From an optimization exercise on the open Yosys and OpenROAD flow, aimed at small area and a short achievable clock period; shortcuts taken in it are not production practice. Only simulation tests tie the RTL to the original design; equivalence was not proved. Power figures rest on the tool's default switching activity, not on a simulated workload.

`flow/run.sh`:
```
#!/bin/bash
# synth_recipe.tcl (not shown) runs the flow's synth.tcl, then flattens the netlist and writes it again
# the make line also repeats each setting of config.mk as NAME=value (left out here)
make -C /OpenROAD-flow-scripts/flow DESIGN_CONFIG=/design/flow/config.mk WORK_HOME=/design/flow/orfs CLKGATE_MAP_FILE= SYNTH_SCRIPT=/design/flow/synth_recipe.tcl finish
```
`flow/config.mk`:
```
export PLATFORM = sky130hd
export DESIGN_NAME = FIR_filter
export DESIGN_NICKNAME = FIR_filter
export VERILOG_FILES = /design/flow/design.v
export SDC_FILE = /design/flow/constraint.sdc
export NUM_CORES = 4
export LEC_CHECK = 0
export CAP_MARGIN = 20
export CORE_MARGIN = 2
export CORE_UTILIZATION = 60
export CTS_BUF_LIST = sky130_fd_sc_hd__clkbuf_8
export CTS_CLUSTER_DIAMETER = 100
export CTS_CLUSTER_SIZE = 40
export PLACE_DENSITY = 0.7
export SLEW_MARGIN = 20
export SYNTH_HIERARCHICAL = 1
export SYNTH_MINIMUM_KEEP_SIZE = 0
```
`flow/constraint.sdc`:
```
create_clock -name core_clock -period 12.0 [get_ports {clk}]
set_input_delay 2.4000 -clock core_clock [delete_from_list [all_inputs] [get_ports {clk}]]
set_output_delay 2.4000 -clock core_clock [all_outputs]
set_load 0.01 [all_outputs]
```
`flow/design.v`:
```
`timescale 1ns / 1ps
module FIR_filter #(
    parameter  N1   = 8,
    parameter  N2 = 16 ,
    parameter integer N3  = 32
)(
    input  wire                      clk,
    input  wire                      rst,
    input  wire                      enable,
    input  wire signed [N2-1:0]    input_data,
    output  signed [N3-1:0]   sampleT,
   output   signed [N3-1:0] output_data
);
  reg [15:0] s0;
  reg [16:0] u0, u1, u2, u3, u4, u5;
  reg [24:0] yr;
  wire vs1, vc2;
  fir_fa u_vs1 (.a(u1[0]), .b(u3[0]), .c(~s0[0]), .s(vs1), .co(vc2));
  wire vs3, vc4;
  fir_fa u_vs3 (.a(u1[1]), .b(u3[1]), .c(~s0[1]), .s(vs3), .co(vc4));
  wire vs5, vc6;
  fir_fa u_vs5 (.a(~u5[1]), .b(vc2), .c(vs3), .s(vs5), .co(vc6));
  wire vs7, vc8;
  fir_fa u_vs7 (.a(u1[2]), .b(u3[2]), .c(~s0[2]), .s(vs7), .co(vc8));
  wire vs9, vc10;
  fir_fa u_vs9 (.a(~u5[2]), .b(vc4), .c(vs7), .s(vs9), .co(vc10));
  wire vs11, vc12;
  fir_fa u_vs11 (.a(u1[3]), .b(u3[3]), .c(~s0[3]), .s(vs11), .co(vc12));
  wire vs13, vc14;
  fir_fa u_vs13 (.a(~u5[3]), .b(vc8), .c(vs11), .s(vs13), .co(vc14));
  wire vs15, vc16;
  fir_fa u_vs15 (.a(u1[4]), .b(u3[4]), .c(~s0[4]), .s(vs15), .co(vc16));
  wire vs17, vc18;
  fir_fa u_vs17 (.a(~u5[4]), .b(vc12), .c(vs15), .s(vs17), .co(vc18));
  wire vs19, vc20;
  fir_fa u_vs19 (.a(u1[5]), .b(u3[5]), .c(~s0[5]), .s(vs19), .co(vc20));
  wire vs21, vc22;
  fir_fa u_vs21 (.a(~u5[5]), .b(vc16), .c(vs19), .s(vs21), .co(vc22));
  wire vs23, vc24;
  fir_fa u_vs23 (.a(u1[6]), .b(u3[6]), .c(~s0[6]), .s(vs23), .co(vc24));
  wire vs25, vc26;
  fir_fa u_vs25 (.a(~u5[6]), .b(vc20), .c(vs23), .s(vs25), .co(vc26));
  wire vs27, vc28;
  fir_fa u_vs27 (.a(u1[7]), .b(u3[7]), .c(~s0[7]), .s(vs27), .co(vc28));
  wire vs29, vc30;
  fir_fa u_vs29 (.a(~u5[7]), .b(vc24), .c(vs27), .s(vs29), .co(vc30));
  wire vs31, vc32;
  fir_fa u_vs31 (.a(u1[8]), .b(u3[8]), .c(~s0[8]), .s(vs31), .co(vc32));
  wire vs33, vc34;
  fir_fa u_vs33 (.a(~u5[8]), .b(vc28), .c(vs31), .s(vs33), .co(vc34));
  wire vs35, vc36;
  fir_fa u_vs35 (.a(u1[9]), .b(u3[9]), .c(~s0[9]), .s(vs35), .co(vc36));
  wire vs37, vc38;
  fir_fa u_vs37 (.a(~u5[9]), .b(vc32), .c(vs35), .s(vs37), .co(vc38));
  wire vs39, vc40;
  fir_fa u_vs39 (.a(u1[10]), .b(u3[10]), .c(~s0[10]), .s(vs39), .co(vc40));
  wire vs41, vc42;
  fir_fa u_vs41 (.a(~u5[10]), .b(vc36), .c(vs39), .s(vs41), .co(vc42));
  wire vs43, vc44;
  fir_fa u_vs43 (.a(u1[11]), .b(u3[11]), .c(~s0[11]), .s(vs43), .co(vc44));
  wire vs45, vc46;
  fir_fa u_vs45 (.a(~u5[11]), .b(vc40), .c(vs43), .s(vs45), .co(vc46));
  wire vs47, vc48;
  fir_fa u_vs47 (.a(u1[12]), .b(u3[12]), .c(~s0[12]), .s(vs47), .co(vc48));
  wire vs49, vc50;
  fir_fa u_vs49 (.a(~u5[12]), .b(vc44), .c(vs47), .s(vs49), .co(vc50));
  wire vs51, vc52;
  fir_fa u_vs51 (.a(u1[13]), .b(u3[13]), .c(~s0[13]), .s(vs51), .co(vc52));
  wire vs53, vc54;
  fir_fa u_vs53 (.a(~u5[13]), .b(vc48), .c(vs51), .s(vs53), .co(vc54));
  wire vs55, vc56;
  fir_fa u_vs55 (.a(u1[14]), .b(u3[14]), .c(~s0[14]), .s(vs55), .co(vc56));
  wire vs57, vc58;
  fir_fa u_vs57 (.a(~u5[14]), .b(vc52), .c(vs55), .s(vs57), .co(vc58));
  wire vs59, vc60;
  fir_fa u_vs59 (.a(u1[15]), .b(u3[15]), .c(s0[15]), .s(vs59), .co(vc60));
  wire vs61, vc62;
  fir_fa u_vs61 (.a(~u5[15]), .b(vc56), .c(vs59), .s(vs61), .co(vc62));
  wire vs63, vc64;
  fir_fa u_vs63 (.a(~u1[16]), .b(~u3[16]), .c(u5[16]), .s(vs63), .co(vc64));
  wire vs65, vc66;
  fir_ha u_vs65 (.a(vc60), .b(vs63), .s(vs65), .co(vc66));
  wire qs67 = ~(~u5[0] ^ vs1);
  wire qc68 = ~u5[0] | vs1;
  wire qs69 = ~(qc68 ^ vs5);
  wire qc70 = qc68 | vs5;
  wire qs71 = ~(~u5[0] ^ vs1);
  wire qc72 = ~u5[0] | vs1;
  wire qs73, qc74;
  fir_fa u_qs73 (.a(vc6), .b(vs9), .c(qs71), .s(qs73), .co(qc74));
  wire qs75, qc76;
  fir_fa u_qs75 (.a(qc70), .b(qs73), .c(~input_data[0]), .s(qs75), .co(qc76));
  wire qs77 = ~(vc10 ^ qc72);
  wire qc78 = vc10 | qc72;
  wire qs79, qc80;
  fir_fa u_qs79 (.a(vs5), .b(vs13), .c(qc74), .s(qs79), .co(qc80));
  wire qs81, qc82;
  fir_fa u_qs81 (.a(qs77), .b(qs79), .c(~input_data[1]), .s(qs81), .co(qc82));
  wire qs83, qc84;
  fir_fa u_qs83 (.a(~input_data[3]), .b(qc76), .c(qs81), .s(qs83), .co(qc84));
  wire qs85, qc86;
  fir_fa u_qs85 (.a(u0[0]), .b(u1[0]), .c(u3[0]), .s(qs85), .co(qc86));
  wire qs87, qc88;
  fir_fa u_qs87 (.a(u4[0]), .b(qs85), .c(vc6), .s(qs87), .co(qc88));
  wire qs89, qc90;
  fir_fa u_qs89 (.a(vc14), .b(vs9), .c(vs17), .s(qs89), .co(qc90));
  wire qs91, qc92;
  fir_fa u_qs91 (.a(qc78), .b(qs87), .c(qs89), .s(qs91), .co(qc92));
  wire qs93, qc94;
  fir_fa u_qs93 (.a(qc80), .b(qs91), .c(~input_data[2]), .s(qs93), .co(qc94));
  wire qs95, qc96;
  fir_fa u_qs95 (.a(~input_data[4]), .b(qc82), .c(qs93), .s(qs95), .co(qc96));
  wire qs97, qc98;
  fir_fa u_qs97 (.a(u0[1]), .b(u1[1]), .c(u3[1]), .s(qs97), .co(qc98));
  wire qs99, qc100;
  fir_fa u_qs99 (.a(u4[1]), .b(qc86), .c(qs97), .s(qs99), .co(qc100));
  wire qs101, qc102;
  fir_fa u_qs101 (.a(vc10), .b(vc18), .c(vs13), .s(qs101), .co(qc102));
  wire qs103, qc104;
  fir_fa u_qs103 (.a(vs21), .b(qs99), .c(qc88), .s(qs103), .co(qc104));
  wire qs105, qc106;
  fir_fa u_qs105 (.a(qc90), .b(qs101), .c(qs103), .s(qs105), .co(qc106));
  wire qs107, qc108;
  fir_fa u_qs107 (.a(qc92), .b(qs105), .c(~input_data[3]), .s(qs107), .co(qc108));
  wire qs109, qc110;
  fir_fa u_qs109 (.a(~input_data[5]), .b(qc94), .c(qs107), .s(qs109), .co(qc110));
  wire qs111, qc112;
  fir_fa u_qs111 (.a(u0[2]), .b(u1[2]), .c(u3[2]), .s(qs111), .co(qc112));
  wire qs113, qc114;
  fir_fa u_qs113 (.a(u4[2]), .b(u2[0]), .c(qc98), .s(qs113), .co(qc114));
  wire qs115, qc116;
  fir_fa u_qs115 (.a(qs111), .b(vc14), .c(vc22), .s(qs115), .co(qc116));
  wire qs117, qc118;
  fir_fa u_qs117 (.a(qc100), .b(qs113), .c(vs17), .s(qs117), .co(qc118));
  wire qs119, qc120;
  fir_fa u_qs119 (.a(vs25), .b(qc102), .c(qs115), .s(qs119), .co(qc120));
  wire qs121, qc122;
  fir_fa u_qs121 (.a(qs117), .b(qc104), .c(qs119), .s(qs121), .co(qc122));
  wire qs123, qc124;
  fir_fa u_qs123 (.a(qc106), .b(~input_data[4]), .c(~input_data[6]), .s(qs123), .co(qc124));
  wire qs125, qc126;
  fir_fa u_qs125 (.a(qs121), .b(qc108), .c(qs123), .s(qs125), .co(qc126));
  wire qs127, qc128;
  fir_fa u_qs127 (.a(u0[3]), .b(u1[3]), .c(u3[3]), .s(qs127), .co(qc128));
  wire qs129, qc130;
  fir_fa u_qs129 (.a(u4[3]), .b(u2[1]), .c(qc112), .s(qs129), .co(qc130));
  wire qs131, qc132;
  fir_fa u_qs131 (.a(qs127), .b(qc114), .c(vc18), .s(qs131), .co(qc132));
  wire qs133, qc134;
  fir_fa u_qs133 (.a(vc26), .b(qs129), .c(vs21), .s(qs133), .co(qc134));
  wire qs135, qc136;
  fir_fa u_qs135 (.a(vs29), .b(qc116), .c(qc118), .s(qs135), .co(qc136));
  wire qs137, qc138;
  fir_fa u_qs137 (.a(qs131), .b(qs133), .c(qc120), .s(qs137), .co(qc138));
  wire qs139, qc140;
  fir_fa u_qs139 (.a(qs135), .b(qc122), .c(qs137), .s(qs139), .co(qc140));
  wire qs141, qc142;
  fir_fa u_qs141 (.a(~input_data[5]), .b(~input_data[7]), .c(qc124), .s(qs141), .co(qc142));
  wire qs143, qc144;
  fir_fa u_qs143 (.a(qs139), .b(qc126), .c(qs141), .s(qs143), .co(qc144));
  wire qs145, qc146;
  fir_fa u_qs145 (.a(u0[4]), .b(u1[4]), .c(u3[4]), .s(qs145), .co(qc146));
  wire qs147, qc148;
  fir_fa u_qs147 (.a(u4[4]), .b(u2[2]), .c(qc128), .s(qs147), .co(qc148));
  wire qs149, qc150;
  fir_fa u_qs149 (.a(qs145), .b(qc130), .c(vc22), .s(qs149), .co(qc150));
  wire qs151, qc152;
  fir_fa u_qs151 (.a(vc30), .b(qs147), .c(vs25), .s(qs151), .co(qc152));
  wire qs153, qc154;
  fir_fa u_qs153 (.a(vs33), .b(qc132), .c(qc134), .s(qs153), .co(qc154));
  wire qs155, qc156;
  fir_fa u_qs155 (.a(qs149), .b(qs151), .c(qc136), .s(qs155), .co(qc156));
  wire qs157, qc158;
  fir_fa u_qs157 (.a(qs153), .b(qc138), .c(qs155), .s(qs157), .co(qc158));
  wire qs159, qc160;
  fir_fa u_qs159 (.a(~input_data[6]), .b(~input_data[8]), .c(qc140), .s(qs159), .co(qc160));
  wire qs161, qc162;
  fir_fa u_qs161 (.a(qs157), .b(qc142), .c(qs159), .s(qs161), .co(qc162));
  wire qs163, qc164;
  fir_fa u_qs163 (.a(u0[5]), .b(u1[5]), .c(u3[5]), .s(qs163), .co(qc164));
  wire qs165, qc166;
  fir_fa u_qs165 (.a(u4[5]), .b(u2[3]), .c(qc146), .s(qs165), .co(qc166));
  wire qs167, qc168;
  fir_fa u_qs167 (.a(qs163), .b(qc148), .c(vc26), .s(qs167), .co(qc168));
  wire qs169, qc170;
  fir_fa u_qs169 (.a(vc34), .b(qs165), .c(vs29), .s(qs169), .co(qc170));
  wire qs171, qc172;
  fir_fa u_qs171 (.a(vs37), .b(qc150), .c(qc152), .s(qs171), .co(qc172));
  wire qs173, qc174;
  fir_fa u_qs173 (.a(qs167), .b(qs169), .c(qc154), .s(qs173), .co(qc174));
  wire qs175, qc176;
  fir_fa u_qs175 (.a(qs171), .b(qc156), .c(qs173), .s(qs175), .co(qc176));
  wire qs177, qc178;
  fir_fa u_qs177 (.a(~input_data[7]), .b(~input_data[9]), .c(qc158), .s(qs177), .co(qc178));
  wire qs179, qc180;
  fir_fa u_qs179 (.a(qs175), .b(qc160), .c(qs177), .s(qs179), .co(qc180));
  wire qs181, qc182;
  fir_fa u_qs181 (.a(u0[6]), .b(u1[6]), .c(u3[6]), .s(qs181), .co(qc182));
  wire qs183, qc184;
  fir_fa u_qs183 (.a(u4[6]), .b(u2[4]), .c(qc164), .s(qs183), .co(qc184));
  wire qs185, qc186;
  fir_fa u_qs185 (.a(qs181), .b(qc166), .c(vc30), .s(qs185), .co(qc186));
  wire qs187, qc188;
  fir_fa u_qs187 (.a(vc38), .b(qs183), .c(vs33), .s(qs187), .co(qc188));
  wire qs189, qc190;
  fir_fa u_qs189 (.a(vs41), .b(qc168), .c(qc170), .s(qs189), .co(qc190));
  wire qs191, qc192;
  fir_fa u_qs191 (.a(qs185), .b(qs187), .c(qc172), .s(qs191), .co(qc192));
  wire qs193, qc194;
  fir_fa u_qs193 (.a(qs189), .b(qc174), .c(qs191), .s(qs193), .co(qc194));
  wire qs195, qc196;
  fir_fa u_qs195 (.a(~input_data[8]), .b(~input_data[10]), .c(qc176), .s(qs195), .co(qc196));
  wire qs197, qc198;
  fir_fa u_qs197 (.a(qs193), .b(qc178), .c(qs195), .s(qs197), .co(qc198));
  wire qs199, qc200;
  fir_fa u_qs199 (.a(u0[7]), .b(u1[7]), .c(u3[7]), .s(qs199), .co(qc200));
  wire qs201, qc202;
  fir_fa u_qs201 (.a(u4[7]), .b(u2[5]), .c(qc182), .s(qs201), .co(qc202));
  wire qs203, qc204;
  fir_fa u_qs203 (.a(qs199), .b(qc184), .c(vc34), .s(qs203), .co(qc204));
  wire qs205, qc206;
  fir_fa u_qs205 (.a(vc42), .b(qs201), .c(vs37), .s(qs205), .co(qc206));
  wire qs207, qc208;
  fir_fa u_qs207 (.a(vs45), .b(qc186), .c(qc188), .s(qs207), .co(qc208));
  wire qs209, qc210;
  fir_fa u_qs209 (.a(qs203), .b(qs205), .c(qc190), .s(qs209), .co(qc210));
  wire qs211, qc212;
  fir_fa u_qs211 (.a(qs207), .b(qc192), .c(qs209), .s(qs211), .co(qc212));
  wire qs213, qc214;
  fir_fa u_qs213 (.a(~input_data[9]), .b(~input_data[11]), .c(qc194), .s(qs213), .co(qc214));
  wire qs215, qc216;
  fir_fa u_qs215 (.a(qs211), .b(qc196), .c(qs213), .s(qs215), .co(qc216));
  wire qs217, qc218;
  fir_fa u_qs217 (.a(u0[8]), .b(u1[8]), .c(u3[8]), .s(qs217), .co(qc218));
  wire qs219, qc220;
  fir_fa u_qs219 (.a(u4[8]), .b(u2[6]), .c(qc200), .s(qs219), .co(qc220));
  wire qs221, qc222;
  fir_fa u_qs221 (.a(qs217), .b(qc202), .c(vc38), .s(qs221), .co(qc222));
  wire qs223, qc224;
  fir_fa u_qs223 (.a(vc46), .b(qs219), .c(vs41), .s(qs223), .co(qc224));
  wire qs225, qc226;
  fir_fa u_qs225 (.a(vs49), .b(qc204), .c(qc206), .s(qs225), .co(qc226));
  wire qs227, qc228;
  fir_fa u_qs227 (.a(qs221), .b(qs223), .c(qc208), .s(qs227), .co(qc228));
  wire qs229, qc230;
  fir_fa u_qs229 (.a(qs225), .b(qc210), .c(qs227), .s(qs229), .co(qc230));
  wire qs231, qc232;
  fir_fa u_qs231 (.a(~input_data[10]), .b(~input_data[12]), .c(qc212), .s(qs231), .co(qc232));
  wire qs233, qc234;
  fir_fa u_qs233 (.a(qs229), .b(qc214), .c(qs231), .s(qs233), .co(qc234));
  wire qs235, qc236;
  fir_fa u_qs235 (.a(u0[9]), .b(u1[9]), .c(u3[9]), .s(qs235), .co(qc236));
  wire qs237, qc238;
  fir_fa u_qs237 (.a(u4[9]), .b(u2[7]), .c(qc218), .s(qs237), .co(qc238));
  wire qs239, qc240;
  fir_fa u_qs239 (.a(qs235), .b(qc220), .c(vc42), .s(qs239), .co(qc240));
  wire qs241, qc242;
  fir_fa u_qs241 (.a(vc50), .b(qs237), .c(vs45), .s(qs241), .co(qc242));
  wire qs243, qc244;
  fir_fa u_qs243 (.a(vs53), .b(qc222), .c(qc224), .s(qs243), .co(qc244));
  wire qs245, qc246;
  fir_fa u_qs245 (.a(qs239), .b(qs241), .c(qc226), .s(qs245), .co(qc246));
  wire qs247, qc248;
  fir_fa u_qs247 (.a(qs243), .b(qc228), .c(qs245), .s(qs247), .co(qc248));
  wire qs249, qc250;
  fir_fa u_qs249 (.a(~input_data[11]), .b(~input_data[13]), .c(qc230), .s(qs249), .co(qc250));
  wire qs251, qc252;
  fir_fa u_qs251 (.a(qs247), .b(qc232), .c(qs249), .s(qs251), .co(qc252));
  wire qs253, qc254;
  fir_fa u_qs253 (.a(u0[10]), .b(u1[10]), .c(u3[10]), .s(qs253), .co(qc254));
  wire qs255, qc256;
  fir_fa u_qs255 (.a(u4[10]), .b(u2[8]), .c(qc236), .s(qs255), .co(qc256));
  wire qs257, qc258;
  fir_fa u_qs257 (.a(qs253), .b(qc238), .c(vc46), .s(qs257), .co(qc258));
  wire qs259, qc260;
  fir_fa u_qs259 (.a(vc54), .b(qs255), .c(vs49), .s(qs259), .co(qc260));
  wire qs261, qc262;
  fir_fa u_qs261 (.a(vs57), .b(qc240), .c(qc242), .s(qs261), .co(qc262));
  wire qs263, qc264;
  fir_fa u_qs263 (.a(qs257), .b(qs259), .c(qc244), .s(qs263), .co(qc264));
  wire qs265, qc266;
  fir_fa u_qs265 (.a(qs261), .b(qc246), .c(qs263), .s(qs265), .co(qc266));
  wire qs267, qc268;
  fir_fa u_qs267 (.a(~input_data[12]), .b(~input_data[14]), .c(qc248), .s(qs267), .co(qc268));
  wire qs269, qc270;
  fir_fa u_qs269 (.a(qs265), .b(qc250), .c(qs267), .s(qs269), .co(qc270));
  wire qs271, qc272;
  fir_fa u_qs271 (.a(u0[11]), .b(u1[11]), .c(u3[11]), .s(qs271), .co(qc272));
  wire qs273, qc274;
  fir_fa u_qs273 (.a(u4[11]), .b(u2[9]), .c(qc254), .s(qs273), .co(qc274));
  wire qs275, qc276;
  fir_fa u_qs275 (.a(qs271), .b(qc256), .c(vc50), .s(qs275), .co(qc276));
  wire qs277, qc278;
  fir_fa u_qs277 (.a(vc58), .b(qs273), .c(vs53), .s(qs277), .co(qc278));
  wire qs279, qc280;
  fir_fa u_qs279 (.a(vs61), .b(qc258), .c(qc260), .s(qs279), .co(qc280));
  wire qs281, qc282;
  fir_fa u_qs281 (.a(qs275), .b(qs277), .c(qc262), .s(qs281), .co(qc282));
  wire qs283, qc284;
  fir_fa u_qs283 (.a(qs279), .b(qc264), .c(qs281), .s(qs283), .co(qc284));
  wire qs285, qc286;
  fir_fa u_qs285 (.a(~input_data[13]), .b(input_data[15]), .c(qc266), .s(qs285), .co(qc286));
  wire qs287, qc288;
  fir_fa u_qs287 (.a(qs283), .b(qc268), .c(qs285), .s(qs287), .co(qc288));
  wire qs289, qc290;
  fir_fa u_qs289 (.a(u0[12]), .b(u1[12]), .c(u3[12]), .s(qs289), .co(qc290));
  wire qs291, qc292;
  fir_fa u_qs291 (.a(u4[12]), .b(u2[10]), .c(qc272), .s(qs291), .co(qc292));
  wire qs293, qc294;
  fir_fa u_qs293 (.a(qs289), .b(vs65), .c(qc274), .s(qs293), .co(qc294));
  wire qs295, qc296;
  fir_fa u_qs295 (.a(vc54), .b(vc62), .c(qs291), .s(qs295), .co(qc296));
  wire qs297, qc298;
  fir_fa u_qs297 (.a(vs57), .b(qc276), .c(qs293), .s(qs297), .co(qc298));
  wire qs299, qc300;
  fir_fa u_qs299 (.a(qc278), .b(qs295), .c(qs297), .s(qs299), .co(qc300));
  wire qs301, qc302;
  fir_fa u_qs301 (.a(qc280), .b(qc282), .c(qs299), .s(qs301), .co(qc302));
  wire qs303, qc304;
  fir_fa u_qs303 (.a(~input_data[14]), .b(qc284), .c(qs301), .s(qs303), .co(qc304));
  wire qs305, qc306;
  fir_ha u_qs305 (.a(qc286), .b(qs303), .s(qs305), .co(qc306));
  wire qs307, qc308;
  fir_fa u_qs307 (.a(u0[13]), .b(u1[13]), .c(u3[13]), .s(qs307), .co(qc308));
  wire qs309, qc310;
  fir_fa u_qs309 (.a(u4[13]), .b(u2[11]), .c(vc64), .s(qs309), .co(qc310));
  wire qs311, qc312;
  fir_fa u_qs311 (.a(qc290), .b(qs307), .c(vc66), .s(qs311), .co(qc312));
  wire qs313, qc314;
  fir_fa u_qs313 (.a(qc292), .b(vc58), .c(qs309), .s(qs313), .co(qc314));
  wire qs315, qc316;
  fir_fa u_qs315 (.a(vs61), .b(qs311), .c(qc294), .s(qs315), .co(qc316));
  wire qs317, qc318;
  fir_fa u_qs317 (.a(qc296), .b(qs313), .c(qc298), .s(qs317), .co(qc318));
  wire qs319, qc320;
  fir_fa u_qs319 (.a(qs315), .b(qc300), .c(qs317), .s(qs319), .co(qc320));
  wire qs321, qc322;
  fir_fa u_qs321 (.a(input_data[15]), .b(qc302), .c(qs319), .s(qs321), .co(qc322));
  wire qs323, qc324;
  fir_fa u_qs323 (.a(qc304), .b(qs321), .c(qc306), .s(qs323), .co(qc324));
  wire qs325, qc326;
  fir_fa u_qs325 (.a(u0[14]), .b(u1[14]), .c(u3[14]), .s(qs325), .co(qc326));
  wire qs327 = ~(u4[14] ^ u2[12]);
  wire qc328 = u4[14] | u2[12];
  wire qs329, qc330;
  fir_fa u_qs329 (.a(qc308), .b(qs325), .c(qs327), .s(qs329), .co(qc330));
  wire qs331, qc332;
  fir_fa u_qs331 (.a(vs65), .b(qc310), .c(vc62), .s(qs331), .co(qc332));
  wire qs333, qc334;
  fir_fa u_qs333 (.a(qs329), .b(qc312), .c(qc314), .s(qs333), .co(qc334));
  wire qs335, qc336;
  fir_fa u_qs335 (.a(qs331), .b(qc316), .c(qs333), .s(qs335), .co(qc336));
  wire qs337, qc338;
  fir_fa u_qs337 (.a(qc318), .b(qs335), .c(qc320), .s(qs337), .co(qc338));
  wire qs339, qc340;
  fir_ha u_qs339 (.a(qc322), .b(qs337), .s(qs339), .co(qc340));
  wire qs341, qc342;
  fir_fa u_qs341 (.a(u0[15]), .b(u1[15]), .c(u3[15]), .s(qs341), .co(qc342));
  wire qs343 = ~(u4[15] ^ u2[13]);
  wire qc344 = u4[15] | u2[13];
  wire qs345, qc346;
  fir_fa u_qs345 (.a(vc64), .b(qc326), .c(qc328), .s(qs345), .co(qc346));
  wire qs347, qc348;
  fir_fa u_qs347 (.a(qs341), .b(qs343), .c(vc66), .s(qs347), .co(qc348));
  wire qs349, qc350;
  fir_fa u_qs349 (.a(qc330), .b(qs345), .c(qs347), .s(qs349), .co(qc350));
  wire qs351, qc352;
  fir_fa u_qs351 (.a(qc332), .b(qs349), .c(qc334), .s(qs351), .co(qc352));
  wire qs353, qc354;
  fir_fa u_qs353 (.a(qc336), .b(qs351), .c(qc338), .s(qs353), .co(qc354));
  wire qs355, qc356;
  fir_fa u_qs355 (.a(~u0[16]), .b(~u1[16]), .c(~u3[16]), .s(qs355), .co(qc356));
  wire qs357, qc358;
  fir_fa u_qs357 (.a(~u4[16]), .b(u2[14]), .c(qc342), .s(qs357), .co(qc358));
  wire qs359, qc360;
  fir_fa u_qs359 (.a(qc344), .b(qs355), .c(qc346), .s(qs359), .co(qc360));
  wire qs361, qc362;
  fir_fa u_qs361 (.a(qs357), .b(qc348), .c(qs359), .s(qs361), .co(qc362));
  wire qs363, qc364;
  fir_fa u_qs363 (.a(qc350), .b(qs361), .c(qc352), .s(qs363), .co(qc364));
  wire qs365 = ~(u2[15] ^ qc356);
  wire qc366 = u2[15] | qc356;
  wire qs367, qc368;
  fir_fa u_qs367 (.a(qc358), .b(qs365), .c(qc360), .s(qs367), .co(qc368));
  wire qs369, qc370;
  fir_ha u_qs369 (.a(qc362), .b(qs367), .s(qs369), .co(qc370));
  wire qs371 = ~(~u2[16] ^ qc366);
  wire qc372 = ~u2[16] | qc366;
  wire qs373, qc374;
  fir_fa u_qs373 (.a(qs371), .b(qc368), .c(qc370), .s(qs373), .co(qc374));
  wire [24:0] qa = {1'b1, qc372, qs373, qs369, qs363, qc340, qs339, qs323, qs305, qc270, qc252, qc234, qc216, qc198, qc180, qc162, qc144, qs143, qc110, qc96, qc84, qs83, ~input_data[2], qs69, qs67};
  wire [24:0] qb = {1'b0, qc374, 1'b0, qc364, qc354, qs353, qc324, 1'b0, qc288, qs287, qs269, qs251, qs233, qs215, qs197, qs179, qs161, 1'b0, qs125, qs109, qs95, 1'b0, qs75, ~input_data[1], ~input_data[0]};
  wire [24:0] y_next_p = qa ^ qb;
  wire [24:0] y_next_g = qa & qb;
  wire [23:0] y_next_c;
  fir_pfx_y_next u_pfx_y_next (.p(y_next_p[23:0]), .g(y_next_g[23:0]), .c(y_next_c));
  wire [24:0] y_next = y_next_p ^ {y_next_c, 1'b0};
  wire [16:0] ui_a = {input_data[15], input_data};
  wire [16:0] ui_b = {s0[15], s0};
  wire [16:0] u_in_p = ui_a ^ ui_b;
  wire [16:0] u_in_g = ui_a & ui_b;
  wire [15:0] u_in_c;
  fir_pfx_u_in u_pfx_u_in (.p(u_in_p[15:0]), .g(u_in_g[15:0]), .c(u_in_c));
  wire [16:0] u_in = u_in_p ^ {u_in_c, 1'b0};
  always @(posedge clk) begin
    if (rst) begin
      s0 <= 16'd0;
      u0 <= 17'd0; u1 <= 17'd0; u2 <= 17'd0; u3 <= 17'd0; u4 <= 17'd0; u5 <= 17'd0;
      yr <= 25'd0;
    end else if (enable) begin
      yr <= y_next;
      s0 <= input_data;
      u0 <= u_in; u1 <= u0; u2 <= u1; u3 <= u2; u4 <= u3; u5 <= u4;
    end
  end
  assign output_data = {{7{yr[24]}}, yr};
  assign sampleT = {{16{s0[15]}}, s0};
endmodule
module fir_fa (input wire a, input wire b, input wire c, output wire s, output wire co);
  assign s = a ^ b ^ c;
  assign co = (a & b) | (a & c) | (b & c);
endmodule
module fir_ha (input wire a, input wire b, output wire s, output wire co);
  assign s = a ^ b;
  assign co = a & b;
endmodule
module fir_pfx_y_next (input wire [23:0] p, input wire [23:0] g, output wire [23:0] c);
  wire G1 = g[1] | (p[1] & g[0]);
  wire P2 = p[1] & p[0];
  wire G3 = g[3] | (p[3] & g[2]);
  wire P4 = p[3] & p[2];
  wire G5 = g[5] | (p[5] & g[4]);
  wire P6 = p[5] & p[4];
  wire G7 = g[7] | (p[7] & g[6]);
  wire P8 = p[7] & p[6];
  wire G9 = g[9] | (p[9] & g[8]);
  wire P10 = p[9] & p[8];
  wire G11 = g[11] | (p[11] & g[10]);
  wire P12 = p[11] & p[10];
  wire G13 = g[13] | (p[13] & g[12]);
  wire P14 = p[13] & p[12];
  wire G15 = g[15] | (p[15] & g[14]);
  wire P16 = p[15] & p[14];
  wire G17 = g[17] | (p[17] & g[16]);
  wire P18 = p[17] & p[16];
  wire G19 = g[19] | (p[19] & g[18]);
  wire P20 = p[19] & p[18];
  wire G21 = g[21] | (p[21] & g[20]);
  wire P22 = p[21] & p[20];
  wire G23 = g[23] | (p[23] & g[22]);
  wire P24 = p[23] & p[22];
  wire G25 = g[2] | (p[2] & G1);
  wire P26 = p[2] & P2;
  wire G27 = G3 | (P4 & G1);
  wire P28 = P4 & P2;
  wire G29 = g[6] | (p[6] & G5);
  wire P30 = p[6] & P6;
  wire G31 = G7 | (P8 & G5);
  wire P32 = P8 & P6;
  wire G33 = g[10] | (p[10] & G9);
  wire P34 = p[10] & P10;
  wire G35 = G11 | (P12 & G9);
  wire P36 = P12 & P10;
  wire G37 = g[14] | (p[14] & G13);
  wire P38 = p[14] & P14;
  wire G39 = G15 | (P16 & G13);
  wire P40 = P16 & P14;
  wire G41 = g[18] | (p[18] & G17);
  wire P42 = p[18] & P18;
  wire G43 = G19 | (P20 & G17);
  wire P44 = P20 & P18;
  wire G45 = g[22] | (p[22] & G21);
  wire P46 = p[22] & P22;
  wire G47 = G23 | (P24 & G21);
  wire P48 = P24 & P22;
  wire G49 = g[4] | (p[4] & G27);
  wire P50 = p[4] & P28;
  wire G51 = G5 | (P6 & G27);
  wire P52 = P6 & P28;
  wire G53 = G29 | (P30 & G27);
  wire P54 = P30 & P28;
  wire G55 = G31 | (P32 & G27);
  wire P56 = P32 & P28;
  wire G57 = g[12] | (p[12] & G35);
  wire P58 = p[12] & P36;
  wire G59 = G13 | (P14 & G35);
  wire P60 = P14 & P36;
  wire G61 = G37 | (P38 & G35);
  wire P62 = P38 & P36;
  wire G63 = G39 | (P40 & G35);
  wire P64 = P40 & P36;
  wire G65 = g[20] | (p[20] & G43);
  wire P66 = p[20] & P44;
  wire G67 = G21 | (P22 & G43);
  wire P68 = P22 & P44;
  wire G69 = G45 | (P46 & G43);
  wire P70 = P46 & P44;
  wire G71 = G47 | (P48 & G43);
  wire P72 = P48 & P44;
  wire G73 = g[8] | (p[8] & G55);
  wire P74 = p[8] & P56;
  wire G75 = G9 | (P10 & G55);
  wire P76 = P10 & P56;
  wire G77 = G33 | (P34 & G55);
  wire P78 = P34 & P56;
  wire G79 = G35 | (P36 & G55);
  wire P80 = P36 & P56;
  wire G81 = G57 | (P58 & G55);
  wire P82 = P58 & P56;
  wire G83 = G59 | (P60 & G55);
  wire P84 = P60 & P56;
  wire G85 = G61 | (P62 & G55);
  wire P86 = P62 & P56;
  wire G87 = G63 | (P64 & G55);
  wire P88 = P64 & P56;
  wire G89 = g[16] | (p[16] & G87);
  wire P90 = p[16] & P88;
  wire G91 = G17 | (P18 & G87);
  wire P92 = P18 & P88;
  wire G93 = G41 | (P42 & G87);
  wire P94 = P42 & P88;
  wire G95 = G43 | (P44 & G87);
  wire P96 = P44 & P88;
  wire G97 = G65 | (P66 & G87);
  wire P98 = P66 & P88;
  wire G99 = G67 | (P68 & G87);
  wire P100 = P68 & P88;
  wire G101 = G69 | (P70 & G87);
  wire P102 = P70 & P88;
  wire G103 = G71 | (P72 & G87);
  wire P104 = P72 & P88;
  assign c = {G103, G101, G99, G97, G95, G93, G91, G89, G87, G85, G83, G81, G79, G77, G75, G73, G55, G53, G51, G49, G27, G25, G1, g[0]};
endmodule
module fir_pfx_u_in (input wire [15:0] p, input wire [15:0] g, output wire [15:0] c);
  wire G1 = g[1] | (p[1] & g[0]);
  wire P2 = p[1] & p[0];
  wire G3 = g[3] | (p[3] & g[2]);
  wire P4 = p[3] & p[2];
  wire G5 = g[5] | (p[5] & g[4]);
  wire P6 = p[5] & p[4];
  wire G7 = g[7] | (p[7] & g[6]);
  wire P8 = p[7] & p[6];
  wire G9 = g[9] | (p[9] & g[8]);
  wire P10 = p[9] & p[8];
  wire G11 = g[11] | (p[11] & g[10]);
  wire P12 = p[11] & p[10];
  wire G13 = g[13] | (p[13] & g[12]);
  wire P14 = p[13] & p[12];
  wire G15 = g[15] | (p[15] & g[14]);
  wire P16 = p[15] & p[14];
  wire G17 = g[2] | (p[2] & G1);
  wire P18 = p[2] & P2;
  wire G19 = G3 | (P4 & G1);
  wire P20 = P4 & P2;
  wire G21 = g[6] | (p[6] & G5);
  wire P22 = p[6] & P6;
  wire G23 = G7 | (P8 & G5);
  wire P24 = P8 & P6;
  wire G25 = g[10] | (p[10] & G9);
  wire P26 = p[10] & P10;
  wire G27 = G11 | (P12 & G9);
  wire P28 = P12 & P10;
  wire G29 = g[14] | (p[14] & G13);
  wire P30 = p[14] & P14;
  wire G31 = G15 | (P16 & G13);
  wire P32 = P16 & P14;
  wire G33 = g[4] | (p[4] & G19);
  wire P34 = p[4] & P20;
  wire G35 = G5 | (P6 & G19);
  wire P36 = P6 & P20;
  wire G37 = G21 | (P22 & G19);
  wire P38 = P22 & P20;
  wire G39 = G23 | (P24 & G19);
  wire P40 = P24 & P20;
  wire G41 = g[12] | (p[12] & G27);
  wire P42 = p[12] & P28;
  wire G43 = G13 | (P14 & G27);
  wire P44 = P14 & P28;
  wire G45 = G29 | (P30 & G27);
  wire P46 = P30 & P28;
  wire G47 = G31 | (P32 & G27);
  wire P48 = P32 & P28;
  wire G49 = g[8] | (p[8] & G39);
  wire P50 = p[8] & P40;
  wire G51 = G9 | (P10 & G39);
  wire P52 = P10 & P40;
  wire G53 = G25 | (P26 & G39);
  wire P54 = P26 & P40;
  wire G55 = G27 | (P28 & G39);
  wire P56 = P28 & P40;
  wire G57 = G41 | (P42 & G39);
  wire P58 = P42 & P40;
  wire G59 = G43 | (P44 & G39);
  wire P60 = P44 & P40;
  wire G61 = G45 | (P46 & G39);
  wire P62 = P46 & P40;
  wire G63 = G47 | (P48 & G39);
  wire P64 = P48 & P40;
  assign c = {G63, G61, G59, G57, G55, G53, G51, G49, G39, G37, G35, G33, G19, G17, G1, g[0]};
endmodule
```
==> results of run 1 <==
==> routing by layer <==
layer,GRT usage (%),routed length (um)
met1,27.3,8780
met2,38.3,10300
met3,3.56,472
met4,5.90,287
met5,0,0
==> Yosys stat by module, one instance, submodules excluded <==
module	cells	cell area (sq um)	times used
fir_ha	1	12.5	4
FIR_filter	641	6610	1
fir_fa	1	20.0	175
fir_pfx_y_next	96	614	1
fir_pfx_u_in	57	382	1
==> flip-flops by register name (all words and copies together), names as in the netlist <==
name,count
u1,17
s0,16
u5,17
yr,25
u2,17
u4,17
u0,17
u3,17
==> cell usage after synthesis <==
library cell and instances:
sky130_fd_sc_hd__a41o_4 1, sky130_fd_sc_hd__nor2_1 129, sky130_fd_sc_hd__nand3_1 3, sky130_fd_sc_hd__inv_2 1, sky130_fd_sc_hd__or3_1 2, sky130_fd_sc_hd__a31o_4 1
sky130_fd_sc_hd__a21oi_1 17, sky130_fd_sc_hd__o21ai_1 3, sky130_fd_sc_hd__or2_2 1, sky130_fd_sc_hd__buf_4 63, sky130_fd_sc_hd__fa_1 175, sky130_fd_sc_hd__a22o_1 2
sky130_fd_sc_hd__clkbuf_1 6, sky130_fd_sc_hd__conb_1 1, sky130_fd_sc_hd__buf_12 11, sky130_fd_sc_hd__o21bai_1 4, sky130_fd_sc_hd__a311oi_1 1, sky130_fd_sc_hd__a21o_1 19
sky130_fd_sc_hd__nand2b_1 2, sky130_fd_sc_hd__and4_1 1, sky130_fd_sc_hd__o2bb2ai_1 1, sky130_fd_sc_hd__a211oi_1 13, sky130_fd_sc_hd__nor2b_1 1, sky130_fd_sc_hd__a211oi_2 27
sky130_fd_sc_hd__a21oi_4 1, sky130_fd_sc_hd__a31oi_4 1, sky130_fd_sc_hd__mux2i_1 103, sky130_fd_sc_hd__a31oi_1 3, sky130_fd_sc_hd__buf_6 4, sky130_fd_sc_hd__o41a_1 1
sky130_fd_sc_hd__xnor2_1 39, sky130_fd_sc_hd__nand2_1 11, sky130_fd_sc_hd__dfxtp_1 143, sky130_fd_sc_hd__and3_1 4, sky130_fd_sc_hd__or2_1 1, sky130_fd_sc_hd__a41o_1 1
sky130_fd_sc_hd__ha_1 47, sky130_fd_sc_hd__inv_1 76, sky130_fd_sc_hd__o21ai_0 9, sky130_fd_sc_hd__buf_2 15, sky130_fd_sc_hd__nor2_2 25, sky130_fd_sc_hd__a311o_1 1
sky130_fd_sc_hd__nor3_1 3
==> per-stage QoR <==
stage	util (%)	area [sq um]	power, W
2_1_floorplan	-	11200	0.00332
3_3_place_gp	63.4	11500	0.00344
3_5_place_dp	63.4	11500	0.00346
4_1_cts	65.7	11900	0.00388
5_1_grt	65.7	11900	0.00421
6_report	65.7	11900	0.00380
==> cells by family (layout without fill, tap and decap cells) <==
family / after synthesis / after routing / share of synthesized area [%]
other: 1 / 6 / 0.0336
DFF: 143 / 143 / 25.7
xor gates and xnor gates: 39 / 39 / 3.06
muxes: 103 / 103 / 9.24
and+or+nand+nor: 183 / 183 / 7.07
AOI/OAI and AO/OA: 106 / 106 / 8.20
buffers and inverters: 176 / 194 / 10.1
adders and majority gates: 222 / 222 / 36.7
==> final timing paths <==
check	slack [ns]	startpoint	endpoint
worst min register to register	0.49	yr[1]	yr[1]
worst max register to register	5.97	s0[15]	yr[22]
worst min-delay path	0.49	yr[1]	yr[1]
worst max-delay path	5.97	s0[15]	yr[22]
==> power groups by stage <==
stage          Sequential, W  Combinational (W)  Clock, W
6_report            0.000568            0.00284  0.000399
3_5_place_dp        0.000579            0.00288         0
5_1_grt             0.000574            0.00320  0.000431
2_1_floorplan       0.000586            0.00273         0
3_3_place_gp        0.000579            0.00286         0
4_1_cts             0.000569            0.00290  0.000409
==> area by class of cell <==
cell class              instances  area [sq um]  area share [%]
clock buffers                  20           275            2.32
clock inverters                12           133            1.12
inverters                      77           289            2.43
multi-input cells             659          7190            60.5
flip-flops and latches        143          2860            24.1
well taps                     229           287            2.41
repair buffers                 85           845            7.11
==> worst max-delay path, stage by stage, from the launching register on <==
cell and delay, ns:
sky130_fd_sc_hd__dfxtp_1 0.51, sky130_fd_sc_hd__fa_1 0.49, sky130_fd_sc_hd__ha_1 0.38, sky130_fd_sc_hd__fa_1 0.50, sky130_fd_sc_hd__fa_1 0.52, sky130_fd_sc_hd__fa_1 0.43
sky130_fd_sc_hd__fa_1 0.51, sky130_fd_sc_hd__fa_1 0.41, sky130_fd_sc_hd__ha_1 0.20, sky130_fd_sc_hd__fa_1 0.36, sky130_fd_sc_hd__ha_1 0.34, sky130_fd_sc_hd__inv_1 0.07
sky130_fd_sc_hd__o21bai_1 0.24, sky130_fd_sc_hd__nor3_1 0.11, sky130_fd_sc_hd__nor2_1 0.20, sky130_fd_sc_hd__nor3_1 0.07, sky130_fd_sc_hd__a311oi_1 0.29, sky130_fd_sc_hd__xnor2_1 0.13
sky130_fd_sc_hd__a211oi_2 0.20
==> cells in the final DEF, fill, tap and decap left out, types with 25 or more instances in the layout <==
cell type                         Yosys  routed
sky130_fd_sc_hd__fa_1               175     175
sky130_fd_sc_hd__dfxtp_1            143     143
sky130_fd_sc_hd__nor2_1             129     129
sky130_fd_sc_hd__mux2i_1            103     103
sky130_fd_sc_hd__clkdlybuf4s50_1      0      80
sky130_fd_sc_hd__inv_1               76      77
sky130_fd_sc_hd__ha_1                47      47
sky130_fd_sc_hd__xnor2_1             39      39
sky130_fd_sc_hd__a211oi_2            27      27
sky130_fd_sc_hd__nor2_2              25      25
==> run notes, run 1 <==
----------------------------------------------------
[Cells and area]
  Area growth syn-to-layout ... 6.47%
  Non-Filler Instances ... 1225
  Inserted Diodes ... 0
  Fraction of layout cells with a size suffix above 1 ... 9.44%
  Nets ... 1224
  Number of inserted filler cells in the final layout ... 1441

[Drt]
  Vias after detailed routing ... 6456
  Residual DRC ... 0
  Average wire length per cell after detail routing ... 16.2 um
  Total wire length ... 19900 um
  TritonRoute pass-1 iters ... 5
  Drt initial violations ... 347
  Number of nets with antenna violations after routing ... 0
  Number of vias per cell ... 5.27

[Power and ir drop]
  Power density over the cells ... 320 nW/um^2
  Clock network power share ... 10.5%
  Power share of the sequential group ... 14.9%
  Internal power summed over all cells ... 0.00206 W
  Portion of total power attributed to combinational logic ... 74.6%
  Lkg Pwr ... 5.11 nW
  Switching part of the total power ... 45.7%
  Worst voltage drop across the vdd grid ... 0.426 mV
  Power dissipated by switching net loads ... 0.00174 W

[Floorplan]
  Ports placed on the boundary ... 83
  Die Width ... 140 um
  Vertical die dimension ... 140 um
  Core Area ... 18100 sq um
  Overall die area ... 19700 sq um
  Effective utilization at floorplan ... 61.7%
  Cell row count ... 49

[Place]
  Cells after DPL ... 1193
  Final HPWL from detailed placement ... 15600 um
  Port-buffer cells ... 82
  Worst slack at placement ... 5.81 ns
  Routability Congestion ... 0.765

[STA]
  Final Setup Violations ... 0
  Final Hold Slack ... 0.493 ns
  Post-Route Skew ... 0.0159 ns
  Clock period minus worst slack ... 6.03 ns
  Setup repair after global routing missed its margin ... false
  Slew @ Worst Pin ... 0.960 ns
  Final Hold Viols ... 0
  Final critical-path share of the clock period ... 50.3%
  Achievable Freq ... 166 MHz
  Fin. max-slew vios ... 0
  Final sum of negative setup slack ... 0 ns
  Max-Slew Margin vs Limit ... 36.0%
  Worst setup slack after layout ... 5.97 ns

[Synthesis]
  Syn Std Cell Area ... 11200 sq um
  Synthesis-stage register bit count ... 143
  Top area cells in the synthesized netlist ... sky130_fd_sc_hd__fa_1 (31%), sky130_fd_sc_hd__dfxtp_1 (26%), sky130_fd_sc_hd__mux2i_1 (9.2%)
  Synth top area share ... 31.4%
  Largest area contributor in the synthesized netlist ... sky130_fd_sc_hd__fa_1
  Number of library cell types mapped by synthesis ... 43
  Count of warnings emitted by yosys ... 7
  Synthesized area per cell ... 11.5 sq um
  Synthesized instance count ... 973
  Sequential share of the synthesized area ... 25.7%

[Setup path]
  CP Capture Type ... flip-flop
  Arr. time, crit path ... 6.41 ns
  Crit path max fanout ... 20
  Category of the critical setup timing path ... reg2reg
  Setup crit start kind ... flip-flop
  Cells on worst reg2reg path ... 18
  Required time at the worst-slack endpoint ... 12.38 ns

[GRT]
  Number of antenna violations at the first check in global routing ... 0
  Via count of the first global-routing pass ... 6821
  Wire length of the first global-routing pass ... 33400 um
  Remaining global-route overflow ... 0
  Maximum number of pins on one net before global-route repair ... 79
  Global Route Usage Sum ... 21.5%

[Job]
  Max Cap Violations ... 0

[CTS]
  Number of buffers created by CTS ... 17
  Clock root buffer master ... sky130_fd_sc_hd__clkbuf_8
  TritonCTS clock tree ... built
  TritonCTS Sinks ... 143
  Post-cts gate resize count ... 0
  H-Tree Level Count ... 4
  Clock latency reported for the late side of the worst-skew pair ... 0.46 ns
  Number of buffers on the longest clock path ... 2
  Setup Fix Bufs, Post-CTS ... 0
  CTS Hold Bufs ... 0
  Clock-pin slew on the worst setup and hold paths ... 0.09 ns

[Outcome]
  Run status ... finished clean

[Hold path]
  Hold WC Path Type ... reg2reg
  Instance count along the most critical hold path ... 2

----------------------------------------------------
==> run 2: changes to the inputs <==
==> flow/config.mk (replaced) <==
export PLATFORM = sky130hd
export DESIGN_NAME = FIR_filter
export DESIGN_NICKNAME = FIR_filter
export VERILOG_FILES = /design/flow/design.v
export SDC_FILE = /design/flow/constraint.sdc
export NUM_CORES = 4
export LEC_CHECK = 0
export CAP_MARGIN = 20
export CORE_MARGIN = 2
export CORE_UTILIZATION = 40
export PLACE_DENSITY = 0.6
export SLEW_MARGIN = 20
export SYNTH_HIERARCHICAL = 1
export SYNTH_MINIMUM_KEEP_SIZE = 0
==> run 2 against run 1 <==
Compared with the run above:
- wire length rose by 7.6%
- largest power group unchanged
- clock power increased by 33%
- design area rose by 3.0%
- worst setup slack lost 0.0047 ns
- critical path type unchanged
- utilization down 21 points
- largest cell class unchanged
- still clean
==> run notes, run 2 <==
----------------------------------------------------
[Outcome]
  Run status ... finished clean (unchanged)

[Drt]
  TritonRoute pass-1 iters ... 4 (was 5)
  Residual DRC ... 0 (unchanged)
  Average wire length per cell after detail routing ... 15.5 um (was 16.2 um)
  Number of nets with antenna violations after routing ... 0 (unchanged)
  Total wire length ... 21400 um (was 19900 um)
  Number of vias per cell ... 4.72 (was 5.27)
  Drt initial violations ... 313 (was 347)
  Vias after detailed routing ... 6492 (was 6456)

[Cells and area]
  Area growth syn-to-layout ... 9.65% (was 6.47%)
  Flip-flop count of the largest register after layout ... 25 (unchanged)
  Nets ... 1224 (unchanged)
  Register containing the most flip-flops in the final layout ... yr (unchanged)
  Multi-input gate area in the final layout ... 7190 sq um (unchanged)
  Highest-count cells in the layout ignoring fill and taps ... sky130_fd_sc_hd__fa_1 (175), sky130_fd_sc_hd__dfxtp_1 (143), sky130_fd_sc_hd__nor2_1 (129) (unchanged)
  Number of inserted filler cells in the final layout ... 2649 (was 1441)
  Area taken by flip-flops and latches ... 2860 sq um (unchanged)
  Fraction of layout cells with a size suffix above 1 ... 9.44% (unchanged)
  Non-Filler Instances ... 1375 (was 1225)
  Most frequent standard cell in the layout excluding fill and tap cells ... sky130_fd_sc_hd__fa_1 (unchanged)

[Place]
  Final HPWL from detailed placement ... 16700 um (was 15600 um)
  Cells after DPL ... 1342 (was 1193)
  Routability Congestion ... 0.779 (was 0.765)
  Port-buffer cells ... 82 (unchanged)

[Synthesis]
  Syn Std Cell Area ... 11200 sq um (unchanged)
  Fraction of registers with async set or reset after synthesis ... 0% (unchanged)
  Synth top area share ... 31.4% (unchanged)
  Synthesized area per cell ... 11.5 sq um (unchanged)
  Synthesized instance count ... 973 (unchanged)
  Number of library cell types mapped by synthesis ... 43 (unchanged)
  Most instantiated flip-flop cell in the synthesis netlist ... sky130_fd_sc_hd__dfxtp_1 (unchanged)
  Top area cells in the synthesized netlist ... sky130_fd_sc_hd__fa_1 (31%), sky130_fd_sc_hd__dfxtp_1 (26%), sky130_fd_sc_hd__mux2i_1 (9.2%) (unchanged)
  Count of warnings emitted by yosys ... 7 (unchanged)
  Number of enable-type register cells in the synthesized netlist ... 0 (unchanged)
  Most used standard cell by instance count after synthesis ... sky130_fd_sc_hd__fa_1 (unchanged)
  Synthesis-stage register bit count ... 143 (unchanged)
  Cell types with the highest counts after synthesis ... sky130_fd_sc_hd__fa_1 (175), sky130_fd_sc_hd__dfxtp_1 (143), sky130_fd_sc_hd__nor2_1 (129) (unchanged)
  Largest area contributor in the synthesized netlist ... sky130_fd_sc_hd__fa_1 (unchanged)
  Sequential share of the synthesized area ... 25.7% (unchanged)

[STA]
  Max-Slew Margin vs Limit ... 37.2% (was 36.0%)
  Final Hold Viols ... 0 (unchanged)
  Post-Route Skew ... 0.0175 ns (was 0.0159 ns)
  Fin. max-slew vios ... 0 (unchanged)
  Setup repair after global routing missed its margin ... false (unchanged)
  Final critical-path share of the clock period ... 50.3% (about the same)
  Final sum of negative setup slack ... 0 ns (unchanged)
  Final Setup Violations ... 0 (unchanged)
  Achievable Freq ... 166 MHz (about the same)
  Slew @ Worst Pin ... 0.941 ns (was 0.960 ns)
  Clock period minus worst slack ... 6.04 ns (was 6.03 ns)

[Hold path]
  Hold WC Path Type ... reg2reg (unchanged)
  Start point of the worst min-delay path ... yr[1] (unchanged)
  Instance count along the most critical hold path ... 2 (unchanged)

[GRT]
  Remaining global-route overflow ... 0 (unchanged)
  Global Route Usage Sum ... 15.6% (was 21.5%)
  Number of antenna violations at the first check in global routing ... 1 (was 0)
  Maximum number of pins on one net before global-route repair ... 82 (was 79)
  Via count of the first global-routing pass ... 6718 (was 6821)
  Wire length of the first global-routing pass ... 35100 um (was 33400 um)

[Setup path]
  Worst r2r dst ... yr[22] (unchanged)
  Cells on worst reg2reg path ... 19 (was 18)
  Required time at the worst-slack endpoint ... 12.35 ns (was 12.38 ns)
  Category of the critical setup timing path ... reg2reg (unchanged)
  CP Capture Type ... flip-flop (unchanged)
  Cell breakdown of the critical path ... inv_1, fa_1, fa_1, fa_1, fa_1, fa_1, fa_1, fa_1, ha_1, fa_1, ha_1, inv_1, o21bai_1, nor3_1, nor2_1, nor3_1, a311oi_1, xnor2_1, a211oi_2 (was fa_1, ha_1, fa_1, fa_1, fa_1, fa_1, fa_1, ha_1, fa_1, ha_1, inv_1, o21bai_1, nor3_1, nor2_1, nor3_1, a311oi_1, xnor2_1, a211oi_2)
  Logic depth of the worst path, buffers included ... 19 (was 18)
  Arr. time, crit path ... 6.39 ns (was 6.41 ns)
  Biggest cell delay along the critical path ... 0.53 ns (was 0.52 ns)
  CP bufs+invs ... 2 (was 1)
  Worst flop-to-flop path startpoint ... s0[12] (was s0[15])
  Setup crit start kind ... flip-flop (unchanged)
  Worst reg-to-reg setup slack ... 5.96 ns (was 5.97 ns)
  Crit path max fanout ... 4 (was 20)
  Dominant delay contributor by cell family on the critical path ... adder cells (unchanged)
  Setup crit end ... yr[22] (unchanged)
  Startpoint of the worst setup timing path ... s0[12] (was s0[15])
  Cell with the biggest individual delay on the critical path ... sky130_fd_sc_hd__fa_1 (unchanged)
  Cell seen most often among critical-path stages ... sky130_fd_sc_hd__fa_1 (unchanged)

[Power and ir drop]
  Power dissipated by switching net loads ... 0.00176 W (was 0.00174 W)
  Internal power summed over all cells ... 0.00216 W (was 0.00206 W)
  Portion of total power attributed to combinational logic ... 71.9% (was 74.6%)
  Power density over the cells ... 320 nW/um^2 (about the same)
  Lkg Pwr ... 5.19 nW (was 5.11 nW)
  Switching part of the total power ... 44.9% (was 45.7%)
  Clock network power share ... 13.5% (was 10.5%)
  Power share of the sequential group ... 14.5% (was 14.9%)
  Worst voltage drop across the vdd grid ... 0.310 mV (was 0.426 mV)

[CTS]
  TritonCTS clock tree ... built (unchanged)
  Clock-pin slew on the worst setup and hold paths ... 0.07 ns (was 0.09 ns)
  Setup Fix Bufs, Post-CTS ... 0 (unchanged)
  Number of buffers on the longest clock path ... 2 (unchanged)
  Clock latency reported for the late side of the worst-skew pair ... 0.43 ns (was 0.46 ns)
  H-Tree Level Count ... 4 (unchanged)
  Number of buffers created by CTS ... 17 (unchanged)
  Post-cts gate resize count ... 0 (unchanged)
  CTS Hold Bufs ... 0 (unchanged)
  TritonCTS Sinks ... 143 (unchanged)
  Clock root buffer master ... sky130_fd_sc_hd__clkbuf_16 (was sky130_fd_sc_hd__clkbuf_8)

[Floorplan]
  Cell row count ... 61 (was 49)
  Core Area ... 27600 sq um (was 18100 sq um)
  Effective utilization at floorplan ... 40.4% (was 61.7%)
  Ports placed on the boundary ... 83 (unchanged)
  Overall die area ... 29300 sq um (was 19700 sq um)
  Vertical die dimension ... 171 um (was 140 um)
  Die Width ... 171 um (was 140 um)

[Job]
  Max Cap Violations ... 0 (unchanged)

----------------------------------------------------
==> run 2: changes by cell type in the layout (fill, tap and decap cells not counted), moves of 2 or more <==
cell / previous run / this run
sky130_fd_sc_hd__clkinvlp_4: 5 / 3
sky130_fd_sc_hd__clkbuf_16: 0 / 17
sky130_fd_sc_hd__inv_8: 0 / 3
sky130_fd_sc_hd__inv_6: 3 / 5
sky130_fd_sc_hd__clkbuf_8: 21 / 0
==> run 2: worst min-delay path by stage <==
stage,end,slack (ns)
floorplan,u5[10],0.46
global placement,u5[3],0.47
detailed placement,u5[5],0.48
CTS,yr[4],0.50
global route,yr[1],0.52
finish,yr[1],0.49
==> run 2: worst reg2reg max path, cell delays in order (launching register included) <==
cell and delay, ns:
sky130_fd_sc_hd__dfxtp_1 0.41, sky130_fd_sc_hd__inv_1 0.10, sky130_fd_sc_hd__fa_1 0.48, sky130_fd_sc_hd__fa_1 0.46
sky130_fd_sc_hd__fa_1 0.43, sky130_fd_sc_hd__fa_1 0.53, sky130_fd_sc_hd__fa_1 0.43, sky130_fd_sc_hd__fa_1 0.51
sky130_fd_sc_hd__fa_1 0.41, sky130_fd_sc_hd__ha_1 0.20, sky130_fd_sc_hd__fa_1 0.36, sky130_fd_sc_hd__ha_1 0.34
sky130_fd_sc_hd__inv_1 0.07, sky130_fd_sc_hd__o21bai_1 0.21, sky130_fd_sc_hd__nor3_1 0.10, sky130_fd_sc_hd__nor2_1 0.21
sky130_fd_sc_hd__nor3_1 0.07, sky130_fd_sc_hd__a311oi_1 0.29, sky130_fd_sc_hd__xnor2_1 0.13, sky130_fd_sc_hd__a211oi_2 0.21
==> run 2: cell families after synthesis <==
kind of cell    share of synthesized area, %
compound gates                          8.20
fa+ha+maj                               36.7
xor+xnor                                3.06
flops                                   25.7
mux                                     9.24
simple gates                            7.07
other cells                           0.0336
buf+inv                                 10.1
==> run 2: final cells by class <==
type,instances,area share (%)
multi-input cells,659,58.8
well taps,378,3.87
inverters,77,2.36
diodes,1,0.0204
clock inverters,14,1.18
clock buffers,18,3.51
repair buffers,85,6.91
flip-flops and latches,143,23.4
==> run 2: routing by layer <==
metal  global-route usage [%]  vias to the layer above  wire length [um]
met5                        0                        -                 0
li1                         -                     3130                 -
met3                     2.87                       10               540
met1                     20.5                     3275              9880
met4                     3.87                        0               165
met2                     26.6                       77             10800
==> run 2: power groups by stage <==
stage,combinational [W],clock (W),sequential (W)
2_1_floorplan,0.00273,0,0.000586
3_3_place_gp,0.00283,0,0.000581
3_5_place_dp,0.00286,0,0.000581
4_1_cts,0.00288,0.000545,0.000571
5_1_grt,0.00319,0.000565,0.000576
6_report,0.00281,0.000530,0.000569
==> run 2: through the flow <==
stage	hold WS, ns	worst slack (ns)	total power (W)	area (sq um)	util [%]
floorplan	0.460	6.27	0.00332	11200	-
global placement	0.472	5.72	0.00341	11700	42.2
detailed placement	0.484	5.72	0.00344	11700	42.2
CTS	0.498	5.94	0.00399	12200	44.3
global route	0.515	5.64	0.00433	12200	44.3
finish	0.493	5.96	0.00391	12200	44.3
==> run 2: Yosys stat by module, one instance, submodules excluded <==
module	area, sq um	copies in the design	cells
FIR_filter	6610	1	641
fir_fa	20.0	175	1
fir_ha	12.5	4	1
fir_pfx_u_in	382	1	57
fir_pfx_y_next	614	1	96

[re-timing with driven ports]
In the flow no input, the clock included, has a driving cell. The finished layouts below were timed again as built, in two steps. Step 1 sets driving cells, clkbuf_16 on the clock port and buf_2 on the other inputs (assumed; they add their load-dependent delay and slew). Step 2 also shifts input and output timing later by t, the mid clock arrival at the registers, as if the neighbouring blocks saw the same clock. Slacks: ideal / step 1 / step 2; pairs: ideal / step 1.
run | t (ns) | setup WS [ns] | worst setup path after step 2 | worst data-port slew with drivers (ns) | pins driven straight from the clock port
run 1 | 0.490 | 5.969 / 5.969 / 5.817 | input to register | 0.04 | 1
run 2 | 0.468 | 5.964 / 5.964 / 5.723 | input to register | 0.07 | 1
After both steps setup and hold are still met in every run listed. The setup slack of run 2, which loses most, moves by 0.000 ns with the drivers and by -0.241 ns with both steps.
